Background: an optimization exercise with open tools, aiming at small area and a short achievable clock period. Do not read the settings as production practice. The RTL was checked by simulation tests, not by an equivalence proof against the original design. No driver is modelled on the clock port, so clock power and skew are understated where the tree is cut down; a real chip needs a root buffer or a tree.

## alpha
Design mul32, start of the top module:
module mul32 (
    input             clk,
    input      [31:0] a,
    input      [31:0] b,
    output reg [63:0] product
);
clock: 30.0 ns
lec_check: 0
abc_area: 1
cap_margin: 20
core_margin: 2
core_utilization: 40
slew_margin: 20
synth_hierarchical: 1
synth_minimum_keep_size: 0
standard.sh (not shown) runs the stock make flow with config.mk's settings and CLKGATE_MAP_FILE= SYNTH_SCRIPT=/design/flow/synth_recipe.tcl, a recipe that flattens the netlist after the stock synthesis.
==> flow/flow/run.sh <==
#!/bin/bash
export BUFFER_PORTS_ARGS="-buffer_cell sky130_fd_sc_hd__buf_2"
cp standard.sh standard_copy.sh.txt 2>/dev/null
bash standard.sh > standard.log 2>&1
diff inputs: alpha => beta
- changing CORE_UTILIZATION from 40 to 65
-- flow/flow/run.sh --
<<< alpha, line 3
cp standard.sh standard_copy.sh.txt 2>/dev/null
>>> beta, line 3
export CTS_ARGS="-sink_clustering_enable -repair_clock_nets -dont_use_dummy_load -sink_clustering_size 24 -sink_clustering_max_diameter 100 -buf_list sky130_fd_sc_hd__clkbuf_16"
Results
- beta reports a higher routed wire length than alpha does.
- beta ended up with fewer standard cells than alpha.
- In the reports for alpha and beta, the smaller detailed-placement wirelength estimate belongs to beta.
- In the metrics for alpha and beta, the one carrying the higher setup slack is beta.
- On slew at the pin with the worst max-slew slack: between alpha and beta, it ends up higher for beta.
- alpha → beta: flip-flop and latch count roughly the same.
- Lower first-pass GRT wire length was reported by alpha, not beta.
- Comparing effective utilization at floorplan for alpha and beta, the smaller number came from alpha.
The following lists how gamma was set up differently from beta:
- swapping 65 for 40 in CORE_UTILIZATION
==> flow/run.sh (new file) <==
#!/bin/bash
# synth_recipe.tcl (not shown) runs the flow's synth.tcl, then flattens the netlist and writes it again
# the make line also repeats each setting of config.mk as NAME=value (left out here)
make -C /OpenROAD-flow-scripts/flow DESIGN_CONFIG=/design/flow/config.mk WORK_HOME=/design/flow/orfs CLKGATE_MAP_FILE= SYNTH_SCRIPT=/design/flow/synth_recipe.tcl finish
removed: flow/flow/run.sh
removed: flow/standard.sh
Notes after the runs:
Slowest library cell on the worst path = clkdlybuf4s50_1: gamma; slowest library cell on the worst path = dfxtp_1: beta. Diff beta -> gamma: tightest slew margin relative to the limit fell 3.6 points; core utilization has decreased. Detailed-router iteration count before antenna repair in gamma is 1 below beta.
Input-level comparison between delta and gamma:
==> flow/flow/run.sh (new file) <==
#!/bin/bash
export BUFFER_PORTS_ARGS="-buffer_cell sky130_fd_sc_hd__buf_2"
export CTS_ARGS="-sink_clustering_enable -repair_clock_nets -dont_use_dummy_load -sink_clustering_size 24 -sink_clustering_max_diameter 100 -buf_list sky130_fd_sc_hd__clkbuf_16"
bash standard.sh > standard.log 2>&1
==> flow/standard.sh (new file) <==
#!/bin/bash
# synth_recipe.tcl (not shown) runs the flow's synth.tcl, then flattens the netlist and writes it again
# the make line also repeats each setting of config.mk as NAME=value (left out here)
make -C /OpenROAD-flow-scripts/flow DESIGN_CONFIG=/design/flow/config.mk WORK_HOME=/design/flow/orfs CLKGATE_MAP_FILE= SYNTH_SCRIPT=/design/flow/synth_recipe.tcl "${@:-finish}"
removed: flow/run.sh
Results
delta reports its worst setup path endpoint as product[7] while gamma reports product[60]. Changes observed in delta relative to gamma: utilization of the core after routing moved down, detailed-route wire length per cell moved down.
diff inputs: delta => epsilon
==> flow/flow/run.sh <==
#!/bin/bash
export BUFFER_PORTS_ARGS="-buffer_cell sky130_fd_sc_hd__buf_2"
export CTS_ARGS="-sink_clustering_enable -repair_clock_nets -dont_use_dummy_load"
export POST_CTS_TCL="$PWD/flow/clock_roots.tcl"
bash standard.sh > standard.log 2>&1
==> flow/flow/clock_roots.tcl (new file) <==
set block [ord::get_db_block]
set port_net [[$block findBTerm clk] getNet]
set roots {}
foreach it [$port_net getITerms] { lappend roots [$it getInst] }
if {[llength $roots] != 1} { error "clock_roots: expected one root buffer, found [llength $roots]" }
set root [lindex $roots 0]
set root_master [[$root getMaster] getName]
set root_out ""
foreach it [$root getITerms] {
  if {[$it isOutputSignal]} { set root_out [$it getNet] }
}
set leaves {}
foreach it [$root_out getITerms] {
  if {[$it isInputSignal]} { lappend leaves $it }
}
puts "clock_roots: root [$root getName] ($root_master) drives [llength $leaves] pins"
# split the leaves at the median x, then each half at its median y
proc loc {it} {
  set b [[$it getInst] getBBox]
  return [list [expr {([$b xMin] + [$b xMax]) / 2}] [expr {([$b yMin] + [$b yMax]) / 2}]]
}
set pts {}
foreach it $leaves { lappend pts [concat [loc $it] [list $it]] }
set pts [lsort -integer -index 0 $pts]
set h [expr {[llength $pts] / 2}]
set groups {}
foreach half [list [lrange $pts 0 [expr {$h - 1}]] [lrange $pts $h end]] {
  set half [lsort -integer -index 1 $half]
  set q [expr {[llength $half] / 2}]
  lappend groups [lrange $half 0 [expr {$q - 1}]] [lrange $half $q end]
}
set n 0
foreach g $groups {
  if {[llength $g] == 0} continue
  set sx 0; set sy 0
  foreach p $g { incr sx [lindex $p 0]; incr sy [lindex $p 1] }
  set cx [expr {$sx / [llength $g]}]
  set cy [expr {$sy / [llength $g]}]
  set bname "clkroot_$n"
  set nname "clkroot_net_$n"
  set inst [odb::dbInst_create $block [[ord::get_db] findMaster $root_master] $bname]
  set net [odb::dbNet_create $block $nname]
  $inst setLocation $cx $cy
  $inst setPlacementStatus PLACED
  $net setSigType CLOCK
  foreach p $g {
    set it [lindex $p 2]
    $it disconnect
    $it connect $net
  }
  foreach it [$inst getITerms] {
    if {[$it isOutputSignal]} { $it connect $net }
    if {[$it isInputSignal]} { $it connect $port_net }
  }
  puts "clock_roots: $bname at $cx $cy drives [llength $g] pins"
  incr n
}
odb::dbInst_destroy $root
odb::dbNet_destroy $root_out
detailed_placement
check_placement
estimate_parasitics -placement
### Flow results
Per the comparison of epsilon with delta, overall routed net length level, number of inverters outside the clock class in the layout closely matched the old numbers, non-filler instance count after layout shows no meaningful change, final area level.


mul32, a different RTL version from the one above (not shown whole).
Size in the first run: roughly 140 flip-flops, ~130 I/O pins, ~0.024 mm2 of cells after synthesis.
Settings: LEC_CHECK=0, ABC_AREA=1, CAP_MARGIN=5, CORE_MARGIN=2, CORE_UTILIZATION=40, SLEW_MARGIN=5, SYNTH_HIERARCHICAL=1, SYNTH_MINIMUM_KEEP_SIZE=0; clock period 30.0 ns.
==> flow/flow/run.sh <==
#!/bin/bash
export BUFFER_PORTS_ARGS="-buffer_cell sky130_fd_sc_hd__buf_2"
export CTS_ARGS="-sink_clustering_enable -repair_clock_nets -dont_use_dummy_load"
export POST_CTS_TCL="$PWD/flow/clock_inv.tcl"
export SETUP_SLACK_MARGIN=23.30
export POST_GLOBAL_PLACE_TCL="$PWD/flow/keep_outputs.tcl"
bash standard.sh > standard.log 2>&1
==> flow/flow/clock_inv.tcl <==
# Clock tree rework, run after CTS. CTS builds one root buffer that drives
# every leaf buffer across the die. Here the clock port instead drives up to
# four root inverters, one per quadrant of the leaves, and each leaf buffer
# becomes an inverter: every register's clock still passes through the same
# two stages (now inverting twice), keeping the tree balanced, with about
# half the insertion delay. Leaf clusters and flip-flops are left as CTS
# made them.
set root_cell sky130_fd_sc_hd__clkinv_16
set leaf_cell sky130_fd_sc_hd__clkinv_8
set block [ord::get_db_block]
set port_net [[$block findBTerm clk] getNet]
set roots {}
foreach it [$port_net getITerms] { lappend roots [$it getInst] }
if {[llength $roots] != 1} { error "clock_roots: expected one root buffer, found [llength $roots]" }
set root [lindex $roots 0]
set root_master [[$root getMaster] getName]
set root_out ""
foreach it [$root getITerms] {
  if {[$it isOutputSignal]} { set root_out [$it getNet] }
}
set leaves {}
foreach it [$root_out getITerms] {
  if {[$it isInputSignal]} { lappend leaves $it }
}
# every leaf must be a buffer whose output drives only flip-flop clock pins
foreach it $leaves {
  set li [$it getInst]
  if {![string match "*clkbuf*" [[$li getMaster] getName]]} { error "clock_roots: unexpected leaf [$li getName]" }
  foreach o [$li getITerms] {
    if {[$o isOutputSignal]} {
      foreach s [[$o getNet] getITerms] {
        if {[$s isInputSignal] && ![string match "*dfxtp*" [[[$s getInst] getMaster] getName]]} {
          error "clock_roots: leaf [$li getName] drives [[$s getInst] getName]"
        }
      }
    }
  }
}
puts "clock_roots: root [$root getName] ($root_master) drives [llength $leaves] pins"
# split the leaves at the median x, then each half at its median y
proc loc {it} {
  set b [[$it getInst] getBBox]
  return [list [expr {([$b xMin] + [$b xMax]) / 2}] [expr {([$b yMin] + [$b yMax]) / 2}]]
}
set pts {}
foreach it $leaves { lappend pts [concat [loc $it] [list $it]] }
set pts [lsort -integer -index 0 $pts]
set h [expr {[llength $pts] / 2}]
set groups {}
foreach half [list [lrange $pts 0 [expr {$h - 1}]] [lrange $pts $h end]] {
  set half [lsort -integer -index 1 $half]
  set q [expr {[llength $half] / 2}]
  lappend groups [lrange $half 0 [expr {$q - 1}]] [lrange $half $q end]
}
set n 0
foreach g $groups {
  if {[llength $g] == 0} continue
  set sx 0; set sy 0
  foreach p $g { incr sx [lindex $p 0]; incr sy [lindex $p 1] }
  set cx [expr {$sx / [llength $g]}]
  set cy [expr {$sy / [llength $g]}]
  set bname "clkroot_$n"
  set nname "clkroot_net_$n"
  set inst [odb::dbInst_create $block [[ord::get_db] findMaster $root_cell] $bname]
  set net [odb::dbNet_create $block $nname]
  $inst setLocation $cx $cy
  $inst setPlacementStatus PLACED
  $net setSigType CLOCK
  foreach p $g {
    set it [lindex $p 2]
    $it disconnect
    $it connect $net
  }
  foreach it [$inst getITerms] {
    if {[$it isOutputSignal]} { $it connect $net }
    if {[$it isInputSignal]} { $it connect $port_net }
  }
  puts "clock_roots: $bname at $cx $cy drives [llength $g] pins"
  incr n
}
# replace each leaf buffer by an inverter at the same place
set k 0
foreach it $leaves {
  set li [$it getInst]
  set in_net ""
  set out_net ""
  foreach t [$li getITerms] {
    if {[$t isInputSignal]} { set in_net [$t getNet] }
    if {[$t isOutputSignal]} { set out_net [$t getNet] }
  }
  set loc [$li getLocation]
  set ni [odb::dbInst_create $block [[ord::get_db] findMaster $leaf_cell] "clkleaf_$k"]
  $ni setLocation [lindex $loc 0] [lindex $loc 1]
  $ni setPlacementStatus PLACED
  odb::dbInst_destroy $li
  foreach t [$ni getITerms] {
    if {[$t isInputSignal]} { $t connect $in_net }
    if {[$t isOutputSignal]} { $t connect $out_net }
  }
  incr k
}
odb::dbInst_destroy $root
odb::dbNet_destroy $root_out
detailed_placement
check_placement
estimate_parasitics -placement
==> flow/flow/keep_outputs.tcl <==
set block [ord::get_db_block]
set n 0
foreach bt [$block getBTerms] {
  if {[$bt getIoType] != "OUTPUT"} continue
  foreach it [[$bt getNet] getITerms] {
    if {[$it isOutputSignal]} {
      [$it getInst] setDoNotTouch 1
      incr n
    }
  }
}
puts "keep_outputs: $n output buffers marked dont_touch"
The baseline finished with timing, DRC and antenna clean.
Change:
--- a/flow/flow/clock_inv.tcl
+++ b/flow/flow/clock_inv.tcl
@@ -7,5 +7,5 @@
 # made them.
 set root_cell sky130_fd_sc_hd__clkinv_16
-set leaf_cell sky130_fd_sc_hd__clkinv_8
+set leaf_cell sky130_fd_sc_hd__clkinv_4
 set block [ord::get_db_block]
 set port_net [[$block findBTerm clk] getNet]
==> flow/flow/keep_outputs.tcl (replaced) <==
set block [ord::get_db_block]
set n 0
foreach bt [$block getBTerms] {
  if {[$bt getIoType] != "OUTPUT"} continue
  set net [$bt getNet]
  foreach it [$net getITerms] {
    if {![$it isOutputSignal]} continue
    set buf [$it getInst]
    $buf setDoNotTouch 1
    incr n
    foreach bi [$buf getITerms] {
      if {![$bi isInputSignal]} continue
      foreach d [[$bi getNet] getITerms] {
        if {[$d isOutputSignal] && [[[$d getInst] getMaster] isSequential]} {
          [$d getInst] setDoNotTouch 1
          incr n
        }
      }
    }
  }
}
puts "keep_outputs: $n cells marked dont_touch"
ABC_AREA = 0   (was 1)
CAP_MARGIN = 20   (was 5)
SLEW_MARGIN = 20   (was 5)
Outcome:
- This time the run aborted during 4_1_cts
- synthesized cell count fell by 4.2%
- synthesized area fell by 1.2%
Change:
--- a/flow/flow/clock_inv.tcl
+++ b/flow/flow/clock_inv.tcl
@@ -7,5 +7,5 @@
 # made them.
 set root_cell sky130_fd_sc_hd__clkinv_16
-set leaf_cell sky130_fd_sc_hd__clkinv_4
+set leaf_cell sky130_fd_sc_hd__clkinv_8
 set block [ord::get_db_block]
 set port_net [[$block findBTerm clk] getNet]
==> flow/flow/keep_outputs.tcl (replaced) <==
set block [ord::get_db_block]
set n 0
foreach bt [$block getBTerms] {
  if {[$bt getIoType] != "OUTPUT"} continue
  foreach it [[$bt getNet] getITerms] {
    if {[$it isOutputSignal]} {
      [$it getInst] setDoNotTouch 1
      incr n
    }
  }
}
puts "keep_outputs: $n output buffers marked dont_touch"
ABC_AREA = 1   (was 0)
Now the flow completed without violations.
Area after synthesis goes up by 1.2%.
Synthesized cell count is higher by 4.4%.
Change:
==> flow/flow/keep_outputs.tcl (replaced) <==
set block [ord::get_db_block]
set n 0
foreach bt [$block getBTerms] {
  if {[$bt getIoType] != "OUTPUT"} continue
  set net [$bt getNet]
  foreach it [$net getITerms] {
    if {![$it isOutputSignal]} continue
    set buf [$it getInst]
    $buf setDoNotTouch 1
    incr n
    foreach bi [$buf getITerms] {
      if {![$bi isInputSignal]} continue
      foreach d [[$bi getNet] getITerms] {
        if {[$d isOutputSignal] && [[[$d getInst] getMaster] isSequential]} {
          [$d getInst] setDoNotTouch 1
          incr n
        }
      }
    }
  }
}
puts "keep_outputs: $n cells marked dont_touch"
Now the flow did not get past 4_1_cts on ODB-0370.
Area after synthesis stays the same.
Synthesized cell count stays the same.
The clock cells of the first and third runs of this note come from the design's own scripts or RTL, not from TritonCTS.

==> static timing again, ports no longer ideal <==
In the flow no input, the clock included, has a driving cell. The finished layouts below were timed again as built, in two steps.
Step 1, drivers: a clkbuf_16 drives clk and a buf_2 each remaining input, both assumed.
Step 2 adds t to the input delays and takes it off the output delays; t is the mean of the earliest and latest rising clock arrival at the registers after step 1. Input paths then give back, and output paths get back, about the clock's delay inside the block.
a / b / c = ideal / step 1 / step 2; a / b = the first two.
run | shift t [ns] | setup slack, ns | worst setup path at the end | latest minus earliest clock arrival (ns) | pins driven straight from the clock port
alpha | 0.561 | 22.978 / 22.914 / 23.369 | register to register | 0.039 / 0.039 | 1
beta | 0.530 | 23.050 / 22.995 / 23.105 | register to register | 0.016 / 0.016 | 1
gamma | 0.544 | 22.644 / 22.580 / 23.010 | input to register | 0.019 / 0.019 | 1
delta | 0.540 | 22.992 / 22.931 / 23.356 | register to register | 0.041 / 0.041 | 1
epsilon | 0.429 | 23.195 / 23.068 / 23.375 | register to register | 0.045 / 0.045 | 4
the first run of note 2 | 0.404 | 23.389 / 23.134 / 23.478 | input to register | 0.026 / 0.033 | 4
the third run of note 2 | 0.404 | 23.389 / 23.134 / 23.478 | input to register | 0.026 / 0.033 | 4
After both steps every run listed still meets setup and hold.
